What follows belongs to an exercise in optimizing a design on an open flow for small area and a short achievable clock period; a production flow would make more cautious choices.
Only simulation tests tie the RTL to the original design; equivalence was not proved.
No activity file was given, so power comes from the tool's default toggle rates.

==> flow/design.v, too long to show whole: its modules and the start of the top module <==
// module simd_vector_mac: 4348 lines
module simd_vector_mac (
    input clk,
    input rst_n,
    input valid_i,
    input start_i,
    input last_i,
    input [63:0] A,
    input [63:0] B,
    output vector_mac_valid_o,
    output [37:0] vector_mac_data_o
);
  // ...
==> flow/flow/run.sh <==
#!/bin/bash
# Standard layout, with one netlist step between synthesis and floorplan: bubble2.py chooses the
# polarity of the full-adder cells, fa(~a,~b,~c) = ~fa(a,b,c), and of gates that have a
# complemented twin, so that the netlist needs fewer inverters. Registers are not touched.
set -euo pipefail
R=$PWD/orfs/results/$FLOW_PLATFORM/simd_vector_mac/base
LIB=$FLOW_HOME/platforms/$FLOW_PLATFORM/lib/sky130_fd_sc_hd__tt_025C_1v80.lib
bash standard.sh "$R/1_2_yosys.v" > synth.log 2>&1
cp "$R/1_2_yosys.v" "$PWD/1_2_yosys_standard.v"
python3 flow/bubble2.py "$LIB" "$PWD/1_2_yosys_standard.v" "$R/1_2_yosys.v" > bubble.log 2>&1
bash standard.sh finish > layout.log 2>&1
==> flow/flow/bubble2.py <==
#!/usr/bin/env python3
"""Choose the polarity of every full-adder cell in a flat sky130hd Yosys netlist so that the
netlist needs as few inverters as possible, then rebuild its inverters.

A full adder with all three inputs complemented gives both outputs complemented:
fa(~a, ~b, ~c) = (~sum, ~cout). Synthesis maps many adders in the inverted form and puts an
inverter on adder inputs and outputs. Here every inverter is taken out, each signal is traced to
its source with the parity of the inverters on the way, each adder gets a polarity (0: as it is,
1: all its pins complemented) from a local search, and one inverter is put back for each signal
that some pin needs complemented. Registers, ports and all other cells keep their function and
names; the netlist's function is unchanged.

Gates that have a complemented twin with the same inputs (nand2 and and2, o21ai and o21a, ...)
may also be swapped for their twin where that saves area, so that a signal can be had in either
polarity without an inverter.

usage: bubble2.py LIB IN.v OUT.v
"""
import random, re, sys

libtxt = open(sys.argv[1]).read()
LIB = {}
for m in re.finditer(r'cell\s*\(\s*"?(sky130_fd_sc_hd__\w+)"?\s*\)\s*\{', libtxt):
    nxt = libtxt.find("cell (", m.end())
    seg = libtxt[m.end(): nxt if nxt > 0 else len(libtxt)]
    area = float(re.search(r"area\s*:\s*([0-9.]+)", seg).group(1))
    pins = re.findall(r'pin\s*\(\s*"?(\w+)"?\s*\)\s*\{\s*[^}]*?direction\s*:\s*"?(\w+)"?', seg, re.S)
    LIB[m.group(1)] = (area, {p for p, d in pins if d == "input"}, [p for p, d in pins if d == "output"])
PAIRS = """and2 nand2 and3 nand3 and4 nand4 or2 nor2 or3 nor3 or4 nor4 xor2 xnor2 xor3 xnor3
and2b nand2b and3b nand3b and4b nand4b and4bb nand4bb or2b nor2b or3b nor3b or4b nor4b or4bb nor4bb
a21o a21oi a211o a211oi a2111o a2111oi a21bo a21boi a22o a22oi a221o a221oi a2bb2o a2bb2oi
a311o a311oi a31o a31oi a32o a32oi a41o a41oi o21a o21ai o211a o211ai o2111a o2111ai o21ba o21bai
o221a o221ai o22a o22ai o2bb2a o2bb2ai o311a o311ai o31a o31ai o32a o32ai o41a o41ai mux2 mux2i""".split()
TWIN = {}
for i in range(0, len(PAIRS), 2):
    TWIN[PAIRS[i]] = PAIRS[i + 1]
    TWIN[PAIRS[i + 1]] = PAIRS[i]
P = "sky130_fd_sc_hd__"


def twin_of(typ):
    """The complemented twin cell of typ (same drive if the library has it), or None."""
    mm = re.match(P + r"(\w+?)_(\d+)$", typ)
    if not mm or mm.group(1) not in TWIN or typ not in LIB:
        return None
    base = P + TWIN[mm.group(1)]
    for size in (mm.group(2), "1", "2", "0", "4"):
        t = f"{base}_{size}"
        if t in LIB and LIB[t][1] == LIB[typ][1] and len(LIB[t][2]) == 1 and len(LIB[typ][2]) == 1:
            return t
    return None


src = open(sys.argv[2]).read()
OUT_PINS = {"Y", "X", "SUM", "COUT", "Q", "Q_N", "HI", "LO"}
FA_IN = ("A", "B", "CIN")
INV = "sky130_fd_sc_hd__inv_1"

m = re.search(r"module\s+(\w+)\s*\((.*?)\);(.*)endmodule", src, re.S)
top, portlist, body = m.group(1), m.group(2), m.group(3)
decls, assigns, cells, order, ports = [], [], {}, [], set()
for st in re.split(r";\s*\n", body):
    s = st.strip()
    if not s:
        continue
    if re.match(r"(input|output|inout|wire)\b", s):
        decls.append(s + " ;")
        mm = re.match(r"(input|output|inout)\s+(\[[^\]]*\]\s*)?(\S+)", s)
        if mm:
            ports.add(mm.group(3))
        continue
    if s.startswith("assign"):
        assigns.append(s + " ;")
        continue
    mm = re.match(r"(\S+)\s+(\S+)\s*\((.*)\)\s*$", s, re.S)
    if not mm:
        raise SystemExit("cannot parse: " + s[:200])
    typ, name, conns = mm.groups()
    pins = {pm.group(1): pm.group(2).strip() for pm in re.finditer(r"\.(\w+)\(([^()]*)\)", conns)}
    cells[name] = [typ, pins]
    order.append(name)
if assigns:
    raise SystemExit("netlist has assign statements; not handled")


def is_port(net):
    return re.sub(r"\[\d+\]$", "", net) in ports


driver = {}
for c in order:
    for p, net in cells[c][1].items():
        if p in OUT_PINS:
            driver[net] = c

# removable inverters: every inverter whose output is not a port
inv = {c for c in order if cells[c][0].startswith(("sky130_fd_sc_hd__inv_", "sky130_fd_sc_hd__clkinv_"))
       and not is_port(cells[c][1]["Y"])}
fas = [c for c in order if cells[c][0].startswith("sky130_fd_sc_hd__fa_")]
fixed = {c for c in fas if any(is_port(cells[c][1][p]) for p in ("SUM", "COUT"))}
flip_ok = [c for c in fas if c not in fixed]


def root(net):
    par = 0
    while net in driver and driver[net] in inv:
        net = cells[driver[net]][1]["A"]
        par ^= 1
    return net, par


# loads: every input pin of a kept cell, as (root, parity)
loads = {}          # root -> list of (cell, pin, parity)
pinroot = {}        # (cell, pin) -> (root, parity)
for c in order:
    if c in inv:
        continue
    for p, net in cells[c][1].items():
        if p in OUT_PINS or net.startswith("1'"):
            continue
        r, q = root(net)
        loads.setdefault(r, []).append((c, p, q))
        pinroot[(c, p)] = (r, q)
# inverter outputs that reach nothing are dropped with the inverter

isfa = set(fas)
twin = {}
for c in order:
    if c in inv or c in isfa:
        continue
    t = twin_of(cells[c][0])
    if t and not any(is_port(n) for p, n in cells[c][1].items() if p in OUT_PINS):
        twin[c] = t
var = flip_ok + list(twin)
pol = {c: 0 for c in var}
INV_AREA = LIB[INV][0]
swap_cost = {c: LIB[t][0] - LIB[cells[c][0]][0] for c, t in twin.items()}


def avail(r):
    return pol.get(driver.get(r), 0)


def need(c, p, q):
    return q ^ (pol[c] if (c in isfa and p in FA_IN and c in pol) else 0)


def cost(r):
    a = avail(r)
    return INV_AREA if any(need(c, p, q) != a for (c, p, q) in loads.get(r, ())) else 0.0


def outs(c):
    return [n for p, n in cells[c][1].items() if p in OUT_PINS]


def touched(f):
    rs = set(outs(f))
    if f in isfa:
        for p in FA_IN:
            if (f, p) in pinroot:
                rs.add(pinroot[(f, p)][0])
    return rs


def own(f):
    return swap_cost.get(f, 0.0) * pol[f]


def total():
    return sum(cost(r) for r in loads) + sum(own(c) for c in twin)


start = total()
# Seed the search: adders joined sum/carry to input want p_g = p_f ^ parity; set them by a
# breadth-first walk over those joins, then try each connected group in both polarities.
adj = {f: [] for f in flip_ok}
for r, ls in loads.items():
    f = driver.get(r)
    if f not in adj:
        continue
    for (g, p, q) in ls:
        if g in adj and p in FA_IN and g != f:
            adj[f].append((g, q))
            adj[g].append((f, q))
seen = set()
groups = []
for s0 in flip_ok:
    if s0 in seen:
        continue
    seen.add(s0)
    comp_l = [s0]
    pol[s0] = 0
    queue = [s0]
    while queue:
        f = queue.pop()
        for g, q in adj[f]:
            if g not in seen:
                seen.add(g)
                pol[g] = pol[f] ^ q
                comp_l.append(g)
                queue.append(g)
    groups.append(comp_l)
seeded = total()
for comp_l in groups:
    before = total()
    for f in comp_l:
        pol[f] ^= 1
    if total() >= before:
        for f in comp_l:
            pol[f] ^= 1
if total() > start:
    for f in flip_ok:
        pol[f] = 0
start_seeded = total()
best, best_pol = start_seeded, dict(pol)
cur = start_seeded
rng = random.Random(1)
for it in range(80):
    rng.shuffle(var)
    improved = False
    for f in var:
        rs = touched(f)
        before = sum(cost(r) for r in rs) + own(f)
        pol[f] ^= 1
        after = sum(cost(r) for r in rs) + own(f)
        d = after - before
        if d < -1e-9 or (abs(d) < 1e-9 and rng.random() < 0.3):
            cur += d
            if d < -1e-9:
                improved = True
        else:
            pol[f] ^= 1
    if cur < best - 1e-9:
        best, best_pol = cur, dict(pol)
    if not improved and it > 30:
        break
pol = best_pol
for c, t in twin.items():
    if pol[c]:
        pins = cells[c][1]
        (op,) = [p for p in pins if p in OUT_PINS]
        net = pins.pop(op)
        pins[LIB[t][2][0]] = net
        cells[c][0] = t

# rebuild
newdecl, k = [], [0]
comp = {}


def complement(r):
    if r not in comp:
        k[0] += 1
        nn = f"_bubn{k[0]}_"
        newdecl.append(f"wire {nn};")
        ci = f"_bubinv{k[0]}_"
        cells[ci] = [INV, {"A": r, "Y": nn}]
        order.append(ci)
        comp[r] = nn
    return comp[r]


for c in list(order):
    if c in inv or c not in cells:
        continue
    typ, pins = cells[c]
    for p in list(pins):
        if (c, p) not in pinroot:
            continue
        r, q = pinroot[(c, p)]
        pins[p] = r if need(c, p, q) == avail(r) else complement(r)
for c in inv:
    del cells[c]

n_inv0 = len(inv)
sys.stderr.write(f"bubble2: {len(fas)} adders, {sum(pol[c] for c in flip_ok)} flipped, "
                 f"{sum(pol[c] for c in twin)} of {len(twin)} gates swapped for their twin, "
                 f"inverters {n_inv0} -> {len(comp)} (area cost {start:.1f}, seeded {start_seeded:.1f}, "
                 f"{len(groups)} groups, final {best:.1f})\n")

out = [f"module {top}({portlist});"]
out += ["  " + d for d in decls]
out += ["  " + d for d in newdecl]
for name in order:
    if name not in cells:
        continue
    typ, pins = cells[name]
    conn = ",\n".join(f"    .{p}({n}{' ' if n.startswith(chr(92)) else ''})" for p, n in pins.items())
    out.append(f"  {typ} {name} (\n{conn}\n  );")
out.append("endmodule")
open(sys.argv[3], "w").write("\n".join(out) + "\n")
==> flow/standard.sh <==
#!/bin/bash
# synth_recipe.tcl (not shown) runs the flow's synth.tcl, then flattens the netlist and writes it again
# the make line also repeats each setting of config.mk as NAME=value (left out here)
make -C /OpenROAD-flow-scripts/flow DESIGN_CONFIG=/design/flow/config.mk WORK_HOME=/design/flow/orfs CLKGATE_MAP_FILE= SYNTH_SCRIPT=/design/flow/synth_recipe.tcl "${@:-finish}"
==> flow/config.mk <==
export PLATFORM = sky130hd
export DESIGN_NAME = simd_vector_mac
export DESIGN_NICKNAME = simd_vector_mac
export VERILOG_FILES = /design/flow/design.v
export SDC_FILE = /design/flow/constraint.sdc
export NUM_CORES = 4
export LEC_CHECK = 0
export CAP_MARGIN = 20
export CORE_MARGIN = 2
export CORE_UTILIZATION = 40
export SETUP_SLACK_MARGIN = 1.9
export SLEW_MARGIN = 20
==> flow/constraint.sdc <==
create_clock -name core_clock -period 4.5 [get_ports {clk}]
set_input_delay 0.9000 -clock core_clock [delete_from_list [all_inputs] [get_ports {clk}]]
set_output_delay 0.9000 -clock core_clock [all_outputs]
set_load 0.01 [all_outputs]
==> impl_metrics.xml, run 1 <==
<?xml version="1.0" encoding="UTF-8"?>
<metrics>
  <group name="status">
    <metric name="run_status" unit="">no timing/DRC/antenna violations</metric>
  </group>
  <group name="timing">
    <metric name="timing_hold_violations_final" unit="">0</metric>
  </group>
  <group name="finish">
    <metric name="post-route-cell-area" unit="um2">56000</metric>
    <metric name="non_clock_buffer_area_share" unit="%">14.1</metric>
    <metric name="final_cell_count_no_fill" unit="">6651</metric>
    <metric name="area.share.sequential" unit="%">17.1</metric>
    <metric name="nNetsFinal" unit="">5936</metric>
    <metric name="fill_cells" unit="">9582</metric>
    <metric name="area_delta_synth_final" unit="%">29.6</metric>
  </group>
  <group name="pwr">
    <metric name="leakagePower" unit="nW">21.0</metric>
    <metric name="finalPower" unit="mW">32.3</metric>
    <metric name="max-vdd-ir-drop" unit="mV">0.646</metric>
    <metric name="power_top_consumer" unit="">combinational logic</metric>
  </group>
  <group name="detailed_routing">
    <metric name="wl_met1" unit="mm">72.3</metric>
    <metric name="drcViolationCount" unit="">0</metric>
    <metric name="drt-vias-per-instance" unit="">6.18</metric>
  </group>
  <group name="synthesis">
    <metric name="syn_nets" unit="">5792</metric>
  </group>
  <group name="setup_path">
    <metric name="regToRegEndpoint" unit="">acc[24]</metric>
    <metric name="cp.buffers_inverters" unit="">3</metric>
    <metric name="crit_chain" unit="">nor2_4, buf_12, clkbuf_16, and2_1, ha_1, ha_1, a21oi_1, o21ai_2, a211oi_4, o21a_4, or2_4, nand2_2, a311o_2, inv_2, xnor2_1</metric>
    <metric name="worst_path_max_delay_cell" unit="">sky130_fd_sc_hd__dfstp_2</metric>
  </group>
  <group name="die">
    <metric name="initial_utilization" unit="%">40.4</metric>
    <metric name="floorplan.rows" unit="">120</metric>
  </group>
  <group name="global_routing">
    <metric name="maximum_number_of_pins_on_one_net_before_global_route_repair" unit="">83</metric>
    <metric name="grt-busiest-layer" unit="">met2</metric>
  </group>
  <group name="cts">
    <metric name="tritoncts" unit="">yes</metric>
  </group>
  <group name="hold_path">
    <metric name="whs_path_depth" unit="">0</metric>
  </group>
</metrics>
==> run 2: changes to the inputs <==
--- a/flow/design.v
+++ b/flow/design.v
@@ -4,16 +4,18 @@
     input valid_i,
     input start_i,
     input last_i,
     input [63:0] A,
     input [63:0] B,
     output vector_mac_valid_o,
     output [37:0] vector_mac_data_o
 );
+    logic [2:0] v_p, s_p, l_p;   
+    logic [2:0] clr;   
     wire one1;
     wire two2;
     wire bp3;
     wire bp4;
     wire bp5;
     wire bp6;
     wire bp7;
     wire bp8;
@@ -644,16 +646,21 @@
     wire bp633;
     wire bp634;
     wire bp635;
     wire bp636;
     wire bp637;
     wire bp638;
     wire bp639;
     wire bn640;
+    logic [37:0] acc;
+    logic acc_cy;
+    wire acc_zero = s_p[2] | clr[2];   
+    wire [37:0] acc_g = acc_zero ? '0 : acc;
+    wire cy_g = acc_zero ? 1'b0 : acc_cy;
     wire s641;
     wire c642;
     wire s643;
     wire c644;
     wire s645;
     wire c646;
     wire s647;
     wire c648;
@@ -2007,16 +2014,21 @@
     logic t6_75;
     logic t6_76;
     logic t6_77;
     logic t6_78;
     logic t6_79;
     logic t6_80;
     logic t6_81;
     logic t6_82;
+    logic t6_83;
+    logic t6_84;
+    logic t6_85;
+    logic t6_86;
+    logic t6_87;
     wire s1643;
     wire c1644;
     wire s1645;
     wire c1646;
     wire s1647;
     wire c1648;
     wire s1649;
     wire c1650;
@@ -2089,81 +2101,92 @@
     wire s1717;
     wire c1718;
     wire s1719;
     wire c1720;
     wire s1721;
     wire c1722;
     wire s1723;
     wire c1724;
-    logic t9_0;
-    logic t9_1;
-    logic t9_2;
-    logic t9_3;
-    logic t9_4;
-    logic t9_5;
-    logic t9_6;
-    logic t9_7;
-    logic t9_8;
-    logic t9_9;
-    logic t9_10;
-    logic t9_11;
-    logic t9_12;
-    logic t9_13;
-    logic t9_14;
-    logic t9_15;
-    logic t9_16;
-    logic t9_17;
-    logic t9_18;
-    logic t9_19;
-    logic t9_20;
-    logic t9_21;
-    logic t9_22;
-    logic t9_23;
-    logic t9_24;
-    logic t9_25;
-    logic t9_26;
-    logic t9_27;
-    logic t9_28;
-    logic t9_29;
-    logic t9_30;
-    logic t9_31;
-    logic t9_32;
-    logic t9_33;
-    logic t9_34;
-    logic t9_35;
-    logic t9_36;
-    logic t9_37;
-    logic t9_38;
-    logic t9_39;
-    logic t9_40;
-    logic t9_41;
-    logic t9_42;
-    logic t9_43;
-    logic t9_44;
-    logic t9_45;
-    logic t9_46;
-    logic t9_47;
-    logic t9_48;
-    logic t9_49;
-    logic t9_50;
-    logic t9_51;
-    logic t9_52;
-    logic t9_53;
-    logic t9_54;
-    logic t9_55;
-    logic t9_56;
-    logic t9_57;
-    logic t9_58;
-    logic t9_59;
-    logic t9_60;
-    logic t9_61;
-    logic t9_62;
-    logic t9_63;
-    logic t9_64;
+    wire s1725;
+    wire c1726;
+    wire s1727;
+    wire c1728;
+    wire s1729;
+    wire c1730;
+    wire s1731;
+    wire c1732;
+    wire s1733;
+    wire c1734;
+    wire s1735;
+    wire c1736;
+    wire s1737;
+    wire c1738;
+    wire s1739;
+    wire c1740;
+    wire s1741;
+    wire c1742;
+    wire s1743;
+    wire c1744;
+    wire s1745;
+    wire c1746;
+    wire s1747;
+    wire c1748;
+    wire s1749;
+    wire c1750;
+    wire s1751;
+    wire c1752;
+    wire s1753;
+    wire c1754;
+    wire s1755;
+    wire c1756;
+    wire s1757;
+    wire c1758;
+    wire s1759;
+    wire c1760;
+    wire s1761;
+    wire c1762;
+    wire s1763;
+    wire c1764;
+    wire s1765;
+    wire c1766;
+    wire s1767;
+    wire c1768;
+    wire s1769;
+    wire c1770;
+    wire s1771;
+    wire c1772;
+    wire s1773;
+    wire c1774;
+    wire s1775;
+    wire c1776;
+    wire s1777;
+    wire c1778;
+    wire s1779;
+    wire c1780;
+    wire s1781;
+    wire c1782;
+    wire s1783;
+    wire c1784;
+    wire s1785;
+    wire c1786;
+    wire s1787;
+    wire c1788;
+    wire s1789;
+    wire c1790;
+    wire s1791;
+    wire c1792;
+    wire s1793;
+    wire c1794;
+    wire s1795;
+    wire c1796;
+    wire s1797;
+    wire c1798;
+    wire s1799;
+    wire c1800;
     wire [63:0] a_g = A;
     assign one1 = B[0] ^ 1'b0;
     assign two2 = (B[1] & ~B[0] & ~1'b0) | (~B[1] & B[0] & 1'b0);
     assign bp3 = ((one1 & a_g[0]) | (two2 & 1'b0)) ^ B[1];
     assign bp4 = ((one1 & a_g[1]) | (two2 & a_g[0])) ^ B[1];
     assign bp5 = ((one1 & a_g[2]) | (two2 & a_g[1])) ^ B[1];
     assign bp6 = ((one1 & a_g[3]) | (two2 & a_g[2])) ^ B[1];
     assign bp7 = ((one1 & a_g[4]) | (two2 & a_g[3])) ^ B[1];
@@ -3797,117 +3820,191 @@
     assign s1635 = s1585 ^ c1508 ^ c1584;
     assign c1636 = (s1585 & c1508) | (s1585 & c1584) | (c1508 & c1584);
     assign s1637 = s1587 ^ c1510 ^ c1512;
     assign c1638 = (s1587 & c1510) | (s1587 & c1512) | (c1510 & c1512);
     assign s1639 = s1589 ^ c1514 ^ c1588;
     assign c1640 = (s1589 & c1514) | (s1589 & c1588) | (c1514 & c1588);
     assign s1641 = s1521 ^ c1520 ^ c1594;
     assign c1642 = (s1521 & c1520) | (s1521 & c1594) | (c1520 & c1594);
-    assign s1643 = t6_6 ^ t6_7 ^ t6_8;
-    assign c1644 = (t6_6 & t6_7) | (t6_6 & t6_8) | (t6_7 & t6_8);
-    assign s1645 = t6_19 ^ t6_20 ^ t6_21;
-    assign c1646 = (t6_19 & t6_20) | (t6_19 & t6_21) | (t6_20 & t6_21);
-    assign s1647 = t6_23 ^ t6_24 ^ t6_25;
-    assign c1648 = (t6_23 & t6_24) | (t6_23 & t6_25) | (t6_24 & t6_25);
-    assign s1649 = t6_26 ^ t6_27 ^ t6_28;
-    assign c1650 = (t6_26 & t6_27) | (t6_26 & t6_28) | (t6_27 & t6_28);
-    assign s1651 = t6_29 ^ t6_30 ^ t6_31;
-    assign c1652 = (t6_29 & t6_30) | (t6_29 & t6_31) | (t6_30 & t6_31);
-    assign s1653 = t6_32 ^ t6_33 ^ t6_34;
-    assign c1654 = (t6_32 & t6_33) | (t6_32 & t6_34) | (t6_33 & t6_34);
-    assign s1655 = t6_35 ^ t6_36 ^ t6_37;
-    assign c1656 = (t6_35 & t6_36) | (t6_35 & t6_37) | (t6_36 & t6_37);
-    assign s1657 = t6_38 ^ t6_39 ^ t6_40;
-    assign c1658 = (t6_38 & t6_39) | (t6_38 & t6_40) | (t6_39 & t6_40);
-    assign s1659 = t6_43 ^ t6_44 ^ t6_45;
-    assign c1660 = (t6_43 & t6_44) | (t6_43 & t6_45) | (t6_44 & t6_45);
-    assign s1661 = t6_46 ^ t6_47 ^ t6_48;
-    assign c1662 = (t6_46 & t6_47) | (t6_46 & t6_48) | (t6_47 & t6_48);
-    assign s1663 = t6_51 ^ t6_52 ^ t6_53;
-    assign c1664 = (t6_51 & t6_52) | (t6_51 & t6_53) | (t6_52 & t6_53);
-    assign s1665 = t6_54 ^ t6_55 ^ t6_56;
-    assign c1666 = (t6_54 & t6_55) | (t6_54 & t6_56) | (t6_55 & t6_56);
-    assign s1667 = t6_57 ^ t6_58 ^ t6_59;
-    assign c1668 = (t6_57 & t6_58) | (t6_57 & t6_59) | (t6_58 & t6_59);
-    assign s1669 = t6_61 ^ t6_62 ^ t6_63;
-    assign c1670 = (t6_61 & t6_62) | (t6_61 & t6_63) | (t6_62 & t6_63);
-    assign s1671 = t6_68 ^ t6_69 ^ t6_70;
-    assign c1672 = (t6_68 & t6_69) | (t6_68 & t6_70) | (t6_69 & t6_70);
-    assign s1673 = t6_73 ^ t6_74 ^ t6_75;
-    assign c1674 = (t6_73 & t6_74) | (t6_73 & t6_75) | (t6_74 & t6_75);
-    assign s1675 = t6_79 ^ t6_80 ^ t6_81;
-    assign c1676 = (t6_79 & t6_80) | (t6_79 & t6_81) | (t6_80 & t6_81);
-    assign s1677 = s1657 ^ t6_41;
-    assign c1678 = s1657 & t6_41;
-    assign s1679 = s1661 ^ t6_49;
-    assign c1680 = s1661 & t6_49;
-    assign s1681 = t6_9 ^ t6_10;
-    assign c1682 = t6_9 & t6_10;
-    assign s1683 = t6_11 ^ t6_12;
-    assign c1684 = t6_11 & t6_12;
-    assign s1685 = t6_13 ^ t6_14;
-    assign c1686 = t6_13 & t6_14;
-    assign s1687 = t6_15 ^ t6_16;
-    assign c1688 = t6_15 & t6_16;
-    assign s1689 = t6_17 ^ t6_18;
-    assign c1690 = t6_17 & t6_18;
-    assign s1691 = s1645 ^ t6_22;
-    assign c1692 = s1645 & t6_22;
-    assign s1693 = s1647 ^ c1646;
-    assign c1694 = s1647 & c1646;
-    assign s1695 = s1649 ^ c1648;
-    assign c1696 = s1649 & c1648;
-    assign s1697 = s1651 ^ c1650;
-    assign c1698 = s1651 & c1650;
-    assign s1699 = s1653 ^ c1652;
-    assign c1700 = s1653 & c1652;
-    assign s1701 = s1655 ^ c1654;
-    assign c1702 = s1655 & c1654;
-    assign s1703 = s1677 ^ t6_42 ^ c1656;
-    assign c1704 = (s1677 & t6_42) | (s1677 & c1656) | (t6_42 & c1656);
-    assign s1705 = s1659 ^ c1658 ^ c1678;
-    assign c1706 = (s1659 & c1658) | (s1659 & c1678) | (c1658 & c1678);
-    assign s1707 = s1679 ^ t6_50 ^ c1660;
-    assign c1708 = (s1679 & t6_50) | (s1679 & c1660) | (t6_50 & c1660);
-    assign s1709 = s1663 ^ c1662 ^ c1680;
-    assign c1710 = (s1663 & c1662) | (s1663 & c1680) | (c1662 & c1680);
-    assign s1711 = s1665 ^ c1664;
-    assign c1712 = s1665 & c1664;
-    assign s1713 = s1667 ^ t6_60 ^ c1666;
-    assign c1714 = (s1667 & t6_60) | (s1667 & c1666) | (t6_60 & c1666);
-    assign s1715 = s1669 ^ c1668;
-    assign c1716 = s1669 & c1668;
-    assign s1717 = t6_64 ^ t6_65 ^ c1670;
-    assign c1718 = (t6_64 & t6_65) | (t6_64 & c1670) | (t6_65 & c1670);
-    assign s1719 = t6_66 ^ t6_67;
-    assign c1720 = t6_66 & t6_67;
-    assign s1721 = t6_71 ^ t6_72;
-    assign c1722 = t6_71 & t6_72;
-    assign s1723 = t6_76 ^ t6_77;
-    assign c1724 = t6_76 & t6_77;
-    wire [37:0] row0 = {t9_64, t9_63, t9_62, t9_61, t9_60, t9_58, t9_57, t9_55, t9_53, t9_51, t9_49, t9_47, t9_45, t9_43, t9_41, t9_39, t9_37, t9_35, t9_33, t9_31, t9_29, t9_27, t9_25, t9_23, t9_21, t9_19, t9_17, t9_15, t9_13, t9_11, t9_9, t9_7, t9_6, t9_5, t9_4, t9_3, t9_2, t9_0};
-    wire [37:0] row1 = {1'b0, 1'b0, 1'b0, 1'b0, 1'b0, t9_59, 1'b0, t9_56, t9_54, t9_52, t9_50, t9_48, t9_46, t9_44, t9_42, t9_40, t9_38, t9_36, t9_34, t9_32, t9_30, t9_28, t9_26, t9_24, t9_22, t9_20, t9_18, t9_16, t9_14, t9_12, t9_10, t9_8, 1'b0, 1'b0, 1'b0, 1'b0, 1'b0, t9_1};
-    logic [3:0] v_p, s_p, l_p;
-    logic [3:0] clr;   
+    assign s1643 = t6_0 ^ t6_1 ^ acc_g[0];
+    assign c1644 = (t6_0 & t6_1) | (t6_0 & acc_g[0]) | (t6_1 & acc_g[0]);
+    assign s1645 = t6_6 ^ t6_7 ^ t6_8;
+    assign c1646 = (t6_6 & t6_7) | (t6_6 & t6_8) | (t6_7 & t6_8);
+    assign s1647 = t6_9 ^ t6_10 ^ acc_g[6];
+    assign c1648 = (t6_9 & t6_10) | (t6_9 & acc_g[6]) | (t6_10 & acc_g[6]);
+    assign s1649 = t6_11 ^ t6_12 ^ acc_g[7];
+    assign c1650 = (t6_11 & t6_12) | (t6_11 & acc_g[7]) | (t6_12 & acc_g[7]);
+    assign s1651 = t6_13 ^ t6_14 ^ acc_g[8];
+    assign c1652 = (t6_13 & t6_14) | (t6_13 & acc_g[8]) | (t6_14 & acc_g[8]);
+    assign s1653 = t6_15 ^ t6_16 ^ acc_g[9];
+    assign c1654 = (t6_15 & t6_16) | (t6_15 & acc_g[9]) | (t6_16 & acc_g[9]);
+    assign s1655 = t6_17 ^ t6_18 ^ acc_g[10];
+    assign c1656 = (t6_17 & t6_18) | (t6_17 & acc_g[10]) | (t6_18 & acc_g[10]);
+    assign s1657 = t6_19 ^ t6_20 ^ t6_21;
+    assign c1658 = (t6_19 & t6_20) | (t6_19 & t6_21) | (t6_20 & t6_21);
+    assign s1659 = t6_23 ^ t6_24 ^ t6_25;
+    assign c1660 = (t6_23 & t6_24) | (t6_23 & t6_25) | (t6_24 & t6_25);
+    assign s1661 = t6_26 ^ t6_27 ^ t6_28;
+    assign c1662 = (t6_26 & t6_27) | (t6_26 & t6_28) | (t6_27 & t6_28);
+    assign s1663 = t6_29 ^ t6_30 ^ t6_31;
+    assign c1664 = (t6_29 & t6_30) | (t6_29 & t6_31) | (t6_30 & t6_31);
+    assign s1665 = t6_32 ^ t6_33 ^ t6_34;
+    assign c1666 = (t6_32 & t6_33) | (t6_32 & t6_34) | (t6_33 & t6_34);
+    assign s1667 = t6_35 ^ t6_36 ^ t6_37;
+    assign c1668 = (t6_35 & t6_36) | (t6_35 & t6_37) | (t6_36 & t6_37);
+    assign s1669 = t6_38 ^ t6_39 ^ t6_40;
+    assign c1670 = (t6_38 & t6_39) | (t6_38 & t6_40) | (t6_39 & t6_40);
+    assign s1671 = t6_41 ^ t6_42 ^ acc_g[17];
+    assign c1672 = (t6_41 & t6_42) | (t6_41 & acc_g[17]) | (t6_42 & acc_g[17]);
+    assign s1673 = t6_43 ^ t6_44 ^ t6_45;
+    assign c1674 = (t6_43 & t6_44) | (t6_43 & t6_45) | (t6_44 & t6_45);
+    assign s1675 = t6_46 ^ t6_47 ^ t6_48;
+    assign c1676 = (t6_46 & t6_47) | (t6_46 & t6_48) | (t6_47 & t6_48);
+    assign s1677 = t6_49 ^ t6_50 ^ acc_g[19];
+    assign c1678 = (t6_49 & t6_50) | (t6_49 & acc_g[19]) | (t6_50 & acc_g[19]);
+    assign s1679 = t6_51 ^ t6_52 ^ t6_53;
+    assign c1680 = (t6_51 & t6_52) | (t6_51 & t6_53) | (t6_52 & t6_53);
+    assign s1681 = t6_54 ^ t6_55 ^ t6_56;
+    assign c1682 = (t6_54 & t6_55) | (t6_54 & t6_56) | (t6_55 & t6_56);
+    assign s1683 = t6_57 ^ t6_58 ^ t6_59;
+    assign c1684 = (t6_57 & t6_58) | (t6_57 & t6_59) | (t6_58 & t6_59);
+    assign s1685 = t6_61 ^ t6_62 ^ t6_63;
+    assign c1686 = (t6_61 & t6_62) | (t6_61 & t6_63) | (t6_62 & t6_63);
+    assign s1687 = t6_64 ^ t6_65 ^ acc_g[24];
+    assign c1688 = (t6_64 & t6_65) | (t6_64 & acc_g[24]) | (t6_65 & acc_g[24]);
+    assign s1689 = t6_66 ^ t6_67 ^ acc_g[25];
+    assign c1690 = (t6_66 & t6_67) | (t6_66 & acc_g[25]) | (t6_67 & acc_g[25]);
+    assign s1691 = t6_68 ^ t6_69 ^ t6_70;
+    assign c1692 = (t6_68 & t6_69) | (t6_68 & t6_70) | (t6_69 & t6_70);
+    assign s1693 = t6_71 ^ t6_72 ^ acc_g[27];
+    assign c1694 = (t6_71 & t6_72) | (t6_71 & acc_g[27]) | (t6_72 & acc_g[27]);
+    assign s1695 = t6_73 ^ t6_74 ^ t6_75;
+    assign c1696 = (t6_73 & t6_74) | (t6_73 & t6_75) | (t6_74 & t6_75);
+    assign s1697 = t6_76 ^ t6_77 ^ acc_g[29];
+    assign c1698 = (t6_76 & t6_77) | (t6_76 & acc_g[29]) | (t6_77 & acc_g[29]);
+    assign s1699 = t6_79 ^ t6_80 ^ t6_81;
+    assign c1700 = (t6_79 & t6_80) | (t6_79 & t6_81) | (t6_80 & t6_81);
+    assign s1701 = s1657 ^ t6_22;
+    assign c1702 = s1657 & t6_22;
+    assign s1703 = s1659 ^ acc_g[12];
+    assign c1704 = s1659 & acc_g[12];
+    assign s1705 = s1661 ^ acc_g[13];
+    assign c1706 = s1661 & acc_g[13];
+    assign s1707 = s1663 ^ acc_g[14];
+    assign c1708 = s1663 & acc_g[14];
+    assign s1709 = s1665 ^ acc_g[15];
+    assign c1710 = s1665 & acc_g[15];
+    assign s1711 = s1667 ^ acc_g[16];
+    assign c1712 = s1667 & acc_g[16];
+    assign s1713 = s1669 ^ s1671;
+    assign c1714 = s1669 & s1671;
+    assign s1715 = s1673 ^ acc_g[18] ^ c1670;
+    assign c1716 = (s1673 & acc_g[18]) | (s1673 & c1670) | (acc_g[18] & c1670);
+    assign s1717 = s1675 ^ s1677 ^ cy_g;
+    assign c1718 = (s1675 & s1677) | (s1675 & cy_g) | (s1677 & cy_g);
+    assign s1719 = s1679 ^ acc_g[20] ^ c1676;
+    assign c1720 = (s1679 & acc_g[20]) | (s1679 & c1676) | (acc_g[20] & c1676);
+    assign s1721 = s1681 ^ acc_g[21];
+    assign c1722 = s1681 & acc_g[21];
+    assign s1723 = s1683 ^ t6_60 ^ acc_g[22];
+    assign c1724 = (s1683 & t6_60) | (s1683 & acc_g[22]) | (t6_60 & acc_g[22]);
+    assign s1725 = s1685 ^ acc_g[23];
+    assign c1726 = s1685 & acc_g[23];
+    assign s1727 = t6_2 ^ acc_g[1];
+    assign c1728 = t6_2 & acc_g[1];
+    assign s1729 = t6_3 ^ acc_g[2];
+    assign c1730 = t6_3 & acc_g[2];
+    assign s1731 = t6_4 ^ acc_g[3];
+    assign c1732 = t6_4 & acc_g[3];
+    assign s1733 = t6_5 ^ acc_g[4];
+    assign c1734 = t6_5 & acc_g[4];
+    assign s1735 = s1645 ^ acc_g[5];
+    assign c1736 = s1645 & acc_g[5];
+    assign s1737 = s1647 ^ c1646;
+    assign c1738 = s1647 & c1646;
+    assign s1739 = s1649 ^ c1648;
+    assign c1740 = s1649 & c1648;
+    assign s1741 = s1651 ^ c1650;
+    assign c1742 = s1651 & c1650;
+    assign s1743 = s1653 ^ c1652;
+    assign c1744 = s1653 & c1652;
+    assign s1745 = s1655 ^ c1654;
+    assign c1746 = s1655 & c1654;
+    assign s1747 = s1701 ^ acc_g[11] ^ c1656;
+    assign c1748 = (s1701 & acc_g[11]) | (s1701 & c1656) | (acc_g[11] & c1656);
+    assign s1749 = s1703 ^ c1658 ^ c1702;
+    assign c1750 = (s1703 & c1658) | (s1703 & c1702) | (c1658 & c1702);
+    assign s1751 = s1705 ^ c1660 ^ c1704;
+    assign c1752 = (s1705 & c1660) | (s1705 & c1704) | (c1660 & c1704);
+    assign s1753 = s1707 ^ c1662 ^ c1706;
+    assign c1754 = (s1707 & c1662) | (s1707 & c1706) | (c1662 & c1706);
+    assign s1755 = s1709 ^ c1664 ^ c1708;
+    assign c1756 = (s1709 & c1664) | (s1709 & c1708) | (c1664 & c1708);
+    assign s1757 = s1711 ^ c1666 ^ c1710;
+    assign c1758 = (s1711 & c1666) | (s1711 & c1710) | (c1666 & c1710);
+    assign s1759 = s1713 ^ c1668 ^ c1712;
+    assign c1760 = (s1713 & c1668) | (s1713 & c1712) | (c1668 & c1712);
+    assign s1761 = s1715 ^ c1672 ^ c1714;
+    assign c1762 = (s1715 & c1672) | (s1715 & c1714) | (c1672 & c1714);
+    assign s1763 = s1717 ^ c1674 ^ c1716;
+    assign c1764 = (s1717 & c1674) | (s1717 & c1716) | (c1674 & c1716);
+    assign s1765 = s1719 ^ c1678 ^ c1718;
+    assign c1766 = (s1719 & c1678) | (s1719 & c1718) | (c1678 & c1718);
+    assign s1767 = s1721 ^ c1680 ^ c1720;
+    assign c1768 = (s1721 & c1680) | (s1721 & c1720) | (c1680 & c1720);
+    assign s1769 = s1723 ^ c1682 ^ c1722;
+    assign c1770 = (s1723 & c1682) | (s1723 & c1722) | (c1682 & c1722);
+    assign s1771 = s1725 ^ c1684 ^ c1724;
+    assign c1772 = (s1725 & c1684) | (s1725 & c1724) | (c1684 & c1724);
+    assign s1773 = s1687 ^ c1686 ^ c1726;
+    assign c1774 = (s1687 & c1686) | (s1687 & c1726) | (c1686 & c1726);
+    assign s1775 = s1689 ^ c1688;
+    assign c1776 = s1689 & c1688;
+    assign s1777 = s1691 ^ acc_g[26] ^ c1690;
+    assign c1778 = (s1691 & acc_g[26]) | (s1691 & c1690) | (acc_g[26] & c1690);
+    assign s1779 = s1693 ^ c1692;
+    assign c1780 = s1693 & c1692;
+    assign s1781 = s1695 ^ acc_g[28] ^ c1694;
+    assign c1782 = (s1695 & acc_g[28]) | (s1695 & c1694) | (acc_g[28] & c1694);
+    assign s1783 = s1697 ^ c1696;
+    assign c1784 = s1697 & c1696;
+    assign s1785 = t6_78 ^ acc_g[30] ^ c1698;
+    assign c1786 = (t6_78 & acc_g[30]) | (t6_78 & c1698) | (acc_g[30] & c1698);
+    assign s1787 = s1699 ^ acc_g[31];
+    assign c1788 = s1699 & acc_g[31];
+    assign s1789 = t6_82 ^ acc_g[32] ^ c1700;
+    assign c1790 = (t6_82 & acc_g[32]) | (t6_82 & c1700) | (acc_g[32] & c1700);
+    assign s1791 = t6_83 ^ acc_g[33];
+    assign c1792 = t6_83 & acc_g[33];
+    assign s1793 = t6_84 ^ acc_g[34];
+    assign c1794 = t6_84 & acc_g[34];
+    assign s1795 = t6_85 ^ acc_g[35];
+    assign c1796 = t6_85 & acc_g[35];
+    assign s1797 = t6_86 ^ acc_g[36];
+    assign c1798 = t6_86 & acc_g[36];
+    assign s1799 = t6_87 ^ acc_g[37];
+    assign c1800 = t6_87 & acc_g[37];
+    wire [37:0] row0 = {s1799, s1797, s1795, s1793, s1791, s1789, s1787, s1785, s1783, s1781, s1779, s1777, s1775, s1773, s1771, s1769, s1767, s1765, s1763, s1761, s1759, s1757, s1755, s1753, s1751, s1749, s1747, s1745, s1743, s1741, s1739, s1737, s1735, s1733, s1731, s1729, s1727, s1643};
+    wire [37:0] row1 = {c1798, c1796, c1794, c1792, c1790, c1788, c1786, c1784, c1782, c1780, c1778, c1776, c1774, c1772, c1770, c1768, c1766, c1764, c1762, c1760, c1758, c1756, c1754, c1752, c1750, c1748, c1746, c1744, c1742, c1740, c1738, c1736, c1734, c1732, c1730, c1728, c1644, 1'b0};
     assign v_p[0] = valid_i;
     assign s_p[0] = valid_i & start_i;
     assign l_p[0] = valid_i & last_i;
     assign clr[0] = 1'b0;
     always_ff @(posedge clk or negedge rst_n)
         if (!rst_n) begin
-            v_p[3:1] <= '0;
-            s_p[3:1] <= '0;
-            l_p[3:1] <= '0;
-            clr[3:1] <= '1;
+            v_p[2:1] <= '0;
+            s_p[2:1] <= '0;
+            l_p[2:1] <= '0;
+            clr[2:1] <= '1;
         end else begin
-            v_p[3:1] <= v_p[2:0];
-            s_p[3:1] <= s_p[2:0];
-            l_p[3:1] <= l_p[2:0];
-            clr[3:1] <= clr[2:0];
+            v_p[2:1] <= v_p[1:0];
+            s_p[2:1] <= s_p[1:0];
+            l_p[2:1] <= l_p[1:0];
+            clr[2:1] <= clr[1:0];
         end
     always_ff @(posedge clk) begin
         t2_0 <= s1007;
         t2_1 <= B[49];
         t2_2 <= s1009;
         t2_3 <= c644;
         t2_4 <= c1008;
         t2_5 <= s1011;
@@ -4178,171 +4275,111 @@
         t2_270 <= c1000;
         t2_271 <= c1002;
         t2_272 <= c1244;
         t2_273 <= c1246;
         t2_274 <= s1249;
         t2_275 <= c1248;
         t2_276 <= c1006;
         t2_277 <= c1250;
-        t6_0 <= t2_0;
-        t6_1 <= t2_1;
-        t6_2 <= s1251;
-        t6_3 <= s1415;
-        t6_4 <= s1523;
-        t6_5 <= s1595;
-        t6_6 <= s1525;
-        t6_7 <= c1420;
-        t6_8 <= c1596;
-        t6_9 <= s1527;
-        t6_10 <= c1526;
-        t6_11 <= s1529;
-        t6_12 <= c1528;
-        t6_13 <= s1597;
-        t6_14 <= c1530;
-        t6_15 <= s1599;
-        t6_16 <= c1598;
-        t6_17 <= s1601;
-        t6_18 <= c1600;
-        t6_19 <= s1603;
-        t6_20 <= c1536;
-        t6_21 <= c1538;
-        t6_22 <= c1602;
-        t6_23 <= s1605;
-        t6_24 <= c1540;
-        t6_25 <= c1604;
-        t6_26 <= s1607;
-        t6_27 <= c1542;
-        t6_28 <= c1606;
-        t6_29 <= s1609;
-        t6_30 <= c1546;
-        t6_31 <= c1608;
-        t6_32 <= s1611;
-        t6_33 <= c1550;
-        t6_34 <= c1610;
-        t6_35 <= s1613;
-        t6_36 <= s1615;
-        t6_37 <= c1612;
-        t6_38 <= s1617;
-        t6_39 <= c1556;
-        t6_40 <= c1558;
-        t6_41 <= c1614;
-        t6_42 <= c1616;
-        t6_43 <= s1619;
-        t6_44 <= s1621;
-        t6_45 <= c1618;
-        t6_46 <= s1623;
-        t6_47 <= c1564;
-        t6_48 <= c1566;
-        t6_49 <= c1620;
-        t6_50 <= c1622;
-        t6_51 <= s1625;
-        t6_52 <= c1570;
-        t6_53 <= c1624;
-        t6_54 <= s1627;
-        t6_55 <= c1574;
-        t6_56 <= c1626;
-        t6_57 <= s1629;
-        t6_58 <= c1576;
-        t6_59 <= c1578;
-        t6_60 <= c1628;
-        t6_61 <= s1631;
-        t6_62 <= c1580;
-        t6_63 <= c1630;
-        t6_64 <= s1633;
-        t6_65 <= c1632;
-        t6_66 <= s1635;
-        t6_67 <= c1634;
-        t6_68 <= s1637;
-        t6_69 <= c1586;
-        t6_70 <= c1636;
-        t6_71 <= s1639;
-        t6_72 <= c1638;
-        t6_73 <= s1591;
-        t6_74 <= c1590;
-        t6_75 <= c1640;
-        t6_76 <= s1593;
-        t6_77 <= c1592;
-        t6_78 <= s1641;
-        t6_79 <= s1413;
-        t6_80 <= c1522;
-        t6_81 <= c1642;
-        t6_82 <= c1414;
-        t9_0 <= t6_0 & v_p[2];
-        t9_1 <= t6_1 & v_p[2];
-        t9_2 <= t6_2 & v_p[2];
-        t9_3 <= t6_3 & v_p[2];
-        t9_4 <= t6_4 & v_p[2];
-        t9_5 <= t6_5 & v_p[2];
-        t9_6 <= s1643 & v_p[2];
-        t9_7 <= s1681 & v_p[2];
-        t9_8 <= c1644 & v_p[2];
-        t9_9 <= s1683 & v_p[2];
-        t9_10 <= c1682 & v_p[2];
-        t9_11 <= s1685 & v_p[2];
-        t9_12 <= c1684 & v_p[2];
-        t9_13 <= s1687 & v_p[2];
-        t9_14 <= c1686 & v_p[2];
-        t9_15 <= s1689 & v_p[2];
-        t9_16 <= c1688 & v_p[2];
-        t9_17 <= s1691 & v_p[2];
-        t9_18 <= c1690 & v_p[2];
-        t9_19 <= s1693 & v_p[2];
-        t9_20 <= c1692 & v_p[2];
-        t9_21 <= s1695 & v_p[2];
-        t9_22 <= c1694 & v_p[2];
-        t9_23 <= s1697 & v_p[2];
-        t9_24 <= c1696 & v_p[2];
-        t9_25 <= s1699 & v_p[2];
-        t9_26 <= c1698 & v_p[2];
-        t9_27 <= s1701 & v_p[2];
-        t9_28 <= c1700 & v_p[2];
-        t9_29 <= s1703 & v_p[2];
-        t9_30 <= c1702 & v_p[2];
-        t9_31 <= s1705 & v_p[2];
-        t9_32 <= c1704 & v_p[2];
-        t9_33 <= s1707 & v_p[2];
-        t9_34 <= c1706 & v_p[2];
-        t9_35 <= s1709 & v_p[2];
-        t9_36 <= c1708 & v_p[2];
-        t9_37 <= s1711 & v_p[2];
-        t9_38 <= c1710 & v_p[2];
-        t9_39 <= s1713 & v_p[2];
-        t9_40 <= c1712 & v_p[2];
-        t9_41 <= s1715 & v_p[2];
-        t9_42 <= c1714 & v_p[2];
-        t9_43 <= s1717 & v_p[2];
-        t9_44 <= c1716 & v_p[2];
-        t9_45 <= s1719 & v_p[2];
-        t9_46 <= c1718 & v_p[2];
-        t9_47 <= s1671 & v_p[2];
-        t9_48 <= c1720 & v_p[2];
-        t9_49 <= s1721 & v_p[2];
-        t9_50 <= c1672 & v_p[2];
-        t9_51 <= s1673 & v_p[2];
-        t9_52 <= c1722 & v_p[2];
-        t9_53 <= s1723 & v_p[2];
-        t9_54 <= c1674 & v_p[2];
-        t9_55 <= t6_78 & v_p[2];
-        t9_56 <= c1724 & v_p[2];
-        t9_57 <= s1675 & v_p[2];
-        t9_58 <= t6_82 & v_p[2];
-        t9_59 <= c1676 & v_p[2];
-        t9_60 <= v_p[2];
-        t9_61 <= v_p[2];
-        t9_62 <= v_p[2];
-        t9_63 <= v_p[2];
-        t9_64 <= v_p[2];
+        t6_0 <= t2_0 & v_p[1];
+        t6_1 <= t2_1 & v_p[1];
+        t6_2 <= s1251 & v_p[1];
+        t6_3 <= s1415 & v_p[1];
+        t6_4 <= s1523 & v_p[1];
+        t6_5 <= s1595 & v_p[1];
+        t6_6 <= s1525 & v_p[1];
+        t6_7 <= c1420 & v_p[1];
+        t6_8 <= c1596 & v_p[1];
+        t6_9 <= s1527 & v_p[1];
+        t6_10 <= c1526 & v_p[1];
+        t6_11 <= s1529 & v_p[1];
+        t6_12 <= c1528 & v_p[1];
+        t6_13 <= s1597 & v_p[1];
+        t6_14 <= c1530 & v_p[1];
+        t6_15 <= s1599 & v_p[1];
+        t6_16 <= c1598 & v_p[1];
+        t6_17 <= s1601 & v_p[1];
+        t6_18 <= c1600 & v_p[1];
+        t6_19 <= s1603 & v_p[1];
+        t6_20 <= c1536 & v_p[1];
+        t6_21 <= c1538 & v_p[1];
+        t6_22 <= c1602 & v_p[1];
+        t6_23 <= s1605 & v_p[1];
+        t6_24 <= c1540 & v_p[1];
+        t6_25 <= c1604 & v_p[1];
+        t6_26 <= s1607 & v_p[1];
+        t6_27 <= c1542 & v_p[1];
+        t6_28 <= c1606 & v_p[1];
+        t6_29 <= s1609 & v_p[1];
+        t6_30 <= c1546 & v_p[1];
+        t6_31 <= c1608 & v_p[1];
+        t6_32 <= s1611 & v_p[1];
+        t6_33 <= c1550 & v_p[1];
+        t6_34 <= c1610 & v_p[1];
+        t6_35 <= s1613 & v_p[1];
+        t6_36 <= s1615 & v_p[1];
+        t6_37 <= c1612 & v_p[1];
+        t6_38 <= s1617 & v_p[1];
+        t6_39 <= c1556 & v_p[1];
+        t6_40 <= c1558 & v_p[1];
+        t6_41 <= c1614 & v_p[1];
+        t6_42 <= c1616 & v_p[1];
+        t6_43 <= s1619 & v_p[1];
+        t6_44 <= s1621 & v_p[1];
+        t6_45 <= c1618 & v_p[1];
+        t6_46 <= s1623 & v_p[1];
+        t6_47 <= c1564 & v_p[1];
+        t6_48 <= c1566 & v_p[1];
+        t6_49 <= c1620 & v_p[1];
+        t6_50 <= c1622 & v_p[1];
+        t6_51 <= s1625 & v_p[1];
+        t6_52 <= c1570 & v_p[1];
+        t6_53 <= c1624 & v_p[1];
+        t6_54 <= s1627 & v_p[1];
+        t6_55 <= c1574 & v_p[1];
+        t6_56 <= c1626 & v_p[1];
+        t6_57 <= s1629 & v_p[1];
+        t6_58 <= c1576 & v_p[1];
+        t6_59 <= c1578 & v_p[1];
+        t6_60 <= c1628 & v_p[1];
+        t6_61 <= s1631 & v_p[1];
+        t6_62 <= c1580 & v_p[1];
+        t6_63 <= c1630 & v_p[1];
+        t6_64 <= s1633 & v_p[1];
+        t6_65 <= c1632 & v_p[1];
+        t6_66 <= s1635 & v_p[1];
+        t6_67 <= c1634 & v_p[1];
+        t6_68 <= s1637 & v_p[1];
+        t6_69 <= c1586 & v_p[1];
+        t6_70 <= c1636 & v_p[1];
+        t6_71 <= s1639 & v_p[1];
+        t6_72 <= c1638 & v_p[1];
+        t6_73 <= s1591 & v_p[1];
+        t6_74 <= c1590 & v_p[1];
+        t6_75 <= c1640 & v_p[1];
+        t6_76 <= s1593 & v_p[1];
+        t6_77 <= c1592 & v_p[1];
+        t6_78 <= s1641 & v_p[1];
+        t6_79 <= s1413 & v_p[1];
+        t6_80 <= c1522 & v_p[1];
+        t6_81 <= c1642 & v_p[1];
+        t6_82 <= c1414 & v_p[1];
+        t6_83 <= v_p[1];
+        t6_84 <= v_p[1];
+        t6_85 <= v_p[1];
+        t6_86 <= v_p[1];
+        t6_87 <= v_p[1];
     end
-    logic [37:0] acc;
+    wire [19:0] lo_n = row0[18:0] + row1[18:0];
+    wire [18:0] hi_n = row0[37:19] + row1[37:19];
+    always_ff @(posedge clk) begin
+        acc <= {hi_n, lo_n[18:0]};
+        acc_cy <= lo_n[19];
+    end
+    wire [37:0] acc_val = {acc[37:19] + {18'd0, acc_cy}, acc[18:0]};
     logic res_v;
-    wire          acc_zero = s_p[3] | clr[3];
-    wire [37:0] acc_g = acc_zero ? '0 : acc;
-    wire [37:0] x_s = acc_g ^ row0 ^ row1;
-    wire [37:0] x_c = ((acc_g & row0) | (acc_g & row1) | (row0 & row1)) << 1;
-    always_ff @(posedge clk)
-        acc <= x_s + x_c;
     always_ff @(posedge clk or negedge rst_n)
         if (!rst_n) res_v <= 1'b0;
-        else        res_v <= l_p[3];
+        else        res_v <= l_p[2];
     assign vector_mac_valid_o = res_v;
-    assign vector_mac_data_o = acc;
+    assign vector_mac_data_o = acc_val;
 endmodule
==> flow/flow/run.sh (replaced) <==
#!/bin/bash
# Standard layout, with one netlist step between synthesis and floorplan: bubble2.py chooses the
# polarity of the full-adder cells, fa(~a,~b,~c) = ~fa(a,b,c), and of gates that have a
# complemented twin, so that the netlist needs fewer inverters. Registers are not touched.
# Port buffers are buf_2 cells instead of the delay cells buffer_ports picks by itself.
set -euo pipefail
R=$PWD/orfs/results/$FLOW_PLATFORM/simd_vector_mac/base
LIB=$FLOW_HOME/platforms/$FLOW_PLATFORM/lib/sky130_fd_sc_hd__tt_025C_1v80.lib
bash standard.sh "$R/1_2_yosys.v" > synth.log 2>&1
cp "$R/1_2_yosys.v" "$PWD/1_2_yosys_standard.v"
python3 flow/bubble2.py "$LIB" "$PWD/1_2_yosys_standard.v" "$R/1_2_yosys.v" > bubble.log 2>&1
export BUFFER_PORTS_ARGS="-buffer_cell sky130_fd_sc_hd__buf_2"
bash standard.sh finish > layout.log 2>&1
==> flow/config.mk (replaced) <==
export PLATFORM = sky130hd
export DESIGN_NAME = simd_vector_mac
export DESIGN_NICKNAME = simd_vector_mac
export VERILOG_FILES = /design/flow/design.v
export SDC_FILE = /design/flow/constraint.sdc
export NUM_CORES = 4
export LEC_CHECK = 0
export ABC_AREA = 1
export CAP_MARGIN = 20
export CORE_MARGIN = 2
export CORE_UTILIZATION = 40
export SETUP_SLACK_MARGIN = 1.8
export SLEW_MARGIN = 20
==> impl_metrics.xml, run 2 <==
<?xml version="1.0" encoding="UTF-8"?>
<metrics>
  <group name="detailed_routing">
    <metric name="drt-vias-per-instance" unit="">5.42</metric>
    <metric name="dr_wl_met2" unit="mm">54.7</metric>
    <metric name="dr_total_vias" unit="">25800</metric>
    <metric name="ant_nets" unit="">0</metric>
    <metric name="drcViolationCount" unit="">0</metric>
    <metric name="met3_routed_wirelength" unit="mm">10.3</metric>
    <metric name="drtPass1Iterations" unit="">5</metric>
    <metric name="initialDrtViolationCount" unit="">2466</metric>
    <metric name="wl_met1" unit="mm">51.2</metric>
    <metric name="wl_per_cell" unit="um">25.7</metric>
    <metric name="wirelength" unit="mm">122</metric>
    <metric name="highest_metal_used" unit="">met4</metric>
  </group>
  <group name="die">
    <metric name="die_w" unit="um">296</metric>
    <metric name="floorplan.rows" unit="">106</metric>
    <metric name="pin_count" unit="">172</metric>
    <metric name="fp.dieArea" unit="um2">87400</metric>
    <metric name="die_y" unit="um">296</metric>
    <metric name="coreArea" unit="um2">84000</metric>
    <metric name="initial_utilization" unit="%">40.5</metric>
  </group>
  <group name="finish">
    <metric name="commonest_non_fill_non_tap_cell_in_the_layout" unit="">sky130_fd_sc_hd__dfxtp_1</metric>
    <metric name="layout.cells.most_common_list" unit="">sky130_fd_sc_hd__dfxtp_1 (363), sky130_fd_sc_hd__fa_1 (362), sky130_fd_sc_hd__nand2_1 (313), sky130_fd_sc_hd__xor2_1 (313), sky130_fd_sc_hd__inv_1 (270)</metric>
    <metric name="drive_above_1_share" unit="%">31.8</metric>
    <metric name="nNetsFinal" unit="">4319</metric>
    <metric name="largest_register" unit="">acc</metric>
    <metric name="area_delta_synth_final" unit="%">21.4</metric>
    <metric name="largest_reg_flops" unit="">38</metric>
  </group>
  <group name="pwr">
    <metric name="max-vdd-ir-drop" unit="mV">1.04</metric>
    <metric name="seq_power_share" unit="%">17.4</metric>
    <metric name="power.density" unit="nW/um2">974</metric>
    <metric name="swShare" unit="%">48.5</metric>
    <metric name="p_int" unit="mW">20.7</metric>
    <metric name="leakagePower" unit="nW">17.3</metric>
    <metric name="power_share_of_the_clock_group" unit="%">10.7</metric>
    <metric name="share_comb_of_total_power" unit="%">71.8</metric>
    <metric name="total_switching_power" unit="mW">19.5</metric>
  </group>
  <group name="placement">
    <metric name="place.gp.congestion" unit="">0.978</metric>
    <metric name="post-dp-hpwl" unit="mm">96.3</metric>
    <metric name="detailedPlace.worstSlack" unit="ns">0.687</metric>
    <metric name="numPortBuffers" unit="">171</metric>
  </group>
  <group name="synthesis">
    <metric name="yosysWarnings" unit="">1</metric>
    <metric name="syn-instance-count" unit="">3428</metric>
    <metric name="syn-mean-instance-area" unit="um2">9.92</metric>
    <metric name="syn_nets" unit="">4156</metric>
    <metric name="netlist_area" unit="um2">34000</metric>
  </group>
  <group name="setup_path">
    <metric name="worst_path_max_delay_cell" unit="">sky130_fd_sc_hd__dfstp_2</metric>
    <metric name="startpoint_type" unit="">register</metric>
    <metric name="worst_ep_arrival_time" unit="ns">3.83</metric>
    <metric name="cpPeakStageDelay" unit="ns">0.54</metric>
    <metric name="critPathRequiredTime" unit="ns">4.97</metric>
    <metric name="rrSetupSlack" unit="ns">1.14</metric>
    <metric name="critical_path.endpoint_type" unit="">register</metric>
    <metric name="timing.setup.critical_path_class" unit="">reg -&gt; reg</metric>
    <metric name="crit_chain" unit="">nor2_4, and2_4, fa_1, fa_1, fa_2, ha_4, fa_2, nand3_2, nand3_4, buf_4, buf_6, xor2_1</metric>
    <metric name="critPathMaxFanout" unit="">4</metric>
  </group>
  <group name="global_routing">
    <metric name="grt.overflow.total" unit="">0</metric>
    <metric name="track_usage" unit="%">28.1</metric>
    <metric name="grt_first_pass_wirelength" unit="mm">178</metric>
    <metric name="grt_antenna_before_repair" unit="">2</metric>
    <metric name="maximum_number_of_pins_on_one_net_before_global_route_repair" unit="">42</metric>
    <metric name="via_count_of_the_first_global_routing_pass" unit="">25700</metric>
  </group>
  <group name="cts">
    <metric name="cts_buffer_count" unit="">49</metric>
    <metric name="cts_buffer_depth" unit="">3</metric>
    <metric name="clockRootBuffer" unit="">sky130_fd_sc_hd__clkbuf_16</metric>
    <metric name="cts.htree.levels" unit="">2</metric>
    <metric name="clkLatencyLatePin" unit="ns">0.61</metric>
    <metric name="clock_transition_at_the_registers_of_the_reported_paths" unit="ns">0.06</metric>
    <metric name="cts.sinks" unit="">409</metric>
    <metric name="tritoncts" unit="">yes</metric>
    <metric name="hold_fix_buffer_count_after_cts" unit="">0</metric>
  </group>
  <group name="timing">
    <metric name="fin_skew" unit="ns">0.0384</metric>
    <metric name="timing_hold_violations_final" unit="">0</metric>
    <metric name="final_period_minus_worst_setup_slack" unit="ns">3.36</metric>
    <metric name="final.setup.worst_slack" unit="ns">1.14</metric>
    <metric name="slew_headroom" unit="%">38.7</metric>
    <metric name="timing_worst_slew_pin_value" unit="ns">0.919</metric>
    <metric name="rsz0062_at_grt" unit="">true</metric>
    <metric name="max_slew_vio_count" unit="">0</metric>
    <metric name="total_negative_slack" unit="ns">0</metric>
    <metric name="maxClockFrequency" unit="MHz">297</metric>
    <metric name="post-route-period-util" unit="%">74.7</metric>
    <metric name="timing.final.setup_violations" unit="">0</metric>
  </group>
  <group name="job">
    <metric name="maxCapViolations" unit="">0</metric>
  </group>
  <group name="hold_path">
    <metric name="worst_hold_path_type" unit="">in -&gt; async</metric>
  </group>
  <group name="status">
    <metric name="run_status" unit="">no timing/DRC/antenna violations</metric>
  </group>
</metrics>
[run 2: power groups by stage]
| stage | Sequential [mW] | Clock, mW | Combinational (mW) |
|---|---|---|---|
| 2_1_floorplan | 6.33 | 0 | 16.1 |
| 3_3_place_gp | 7.01 | 0 | 25.4 |
| 3_5_place_dp | 7.01 | 0 | 25.6 |
| 4_1_cts | 6.99 | 4.37 | 27.1 |
| 5_1_grt | 7.13 | 4.52 | 31.9 |
| 6_report | 7.01 | 4.32 | 28.9 |
[run 2: what timing repair did]
item | CTS | global route
gates resized for setup | 205 | 227
setup buffers | 51 | 54
setup endpoints to repair | 275 | 152
pin swaps | 46 | 89
cloned | 1 | 5
[run 2: per-layer routing]
| metal | track usage, % | up-vias |
|---|---|---|
| met1 | 38.9 | 12900 |
| met2 | 43.1 | 1288 |
| met4 | 11.9 | 0 |
| li1 | - | 11400 |
| met5 | 0 | - |
| met3 | 5.16 | 223 |
[run 2: layout make-up]
class                   instances  area [um2]
well taps                    1134        1420
multi-input cells            2474       26000
fillers                      7716       42700
flip-flops and latches        409        8300
clock buffers                  64        1410
repair buffers                320        2250
inverters                     337        1480
diodes                          2        5.00
clock inverters                26         367
[run 2: through the flow]
stage / utilization [%] / total power [mW] / hold slack (ns) / instance area (um2) / cells
5_1_grt: 49.2 / 43.6 / 0.138 / 41300 / 4764
6_report: 49.2 / 40.2 / 0.147 / 41300 / 4766
3_3_place_gp: 43.8 / 32.4 / 0.332 / 36800 / 4563
3_5_place_dp: 43.8 / 32.6 / 0.336 / 36800 / 4563
4_1_cts: 47.5 / 38.5 / 0.121 / 39800 / 4705
2_1_floorplan: - / 22.4 / 0.331 / 35800 / 3428
[run 2: critical path, delay by kind of cell (launching register included)]
kind	cells	cell delay, ns
buf+inv	2	0.24
flops	1	0.54
fa+ha+maj	5	1.96
xor+xnor	1	0.12
simple gates	4	0.39
[run 2: worst paths after layout]
check	startpoint	end	cells past startpoint
worst max-delay path	clr[2]	acc[23]	12
worst min-delay path	rst_n	v_p[1]	1
worst max register to register	clr[2]	acc[23]	12
worst min register to register	l_p[1]	l_p[2]	0
max in group asynchronous	rst_n	clr[2]	1
min in group core_clock	l_p[1]	l_p[2]	0

==> separate check: timing with driven ports <==
Ports are ideal in the flow. The routed layouts listed here were re-timed in OpenROAD.
Step 1 assumes that a clkbuf_16 drives the clock port and a buf_2 every other input.
Step 2 also shifts input and output timing later by t, the mid clock arrival at the registers, as if the neighbouring blocks saw the same clock.
Three values: no drivers, after step 1, after step 2; two values: the first two.
run	t (ns)	slack for setup (ns)	clock arrival spread, ns	worst register clock-pin slew, ns
run 1	0.666	1.118 / 1.118 / 1.118	0.058 / 0.058	0.07 / 0.07
run 2	0.655	1.136 / 1.136 / 1.130	0.039 / 0.039	0.07 / 0.07
After both steps every run listed still meets setup and hold. The setup slack of run 2, which loses most, moves by 0.000 ns with the drivers and by -0.006 ns with both steps.
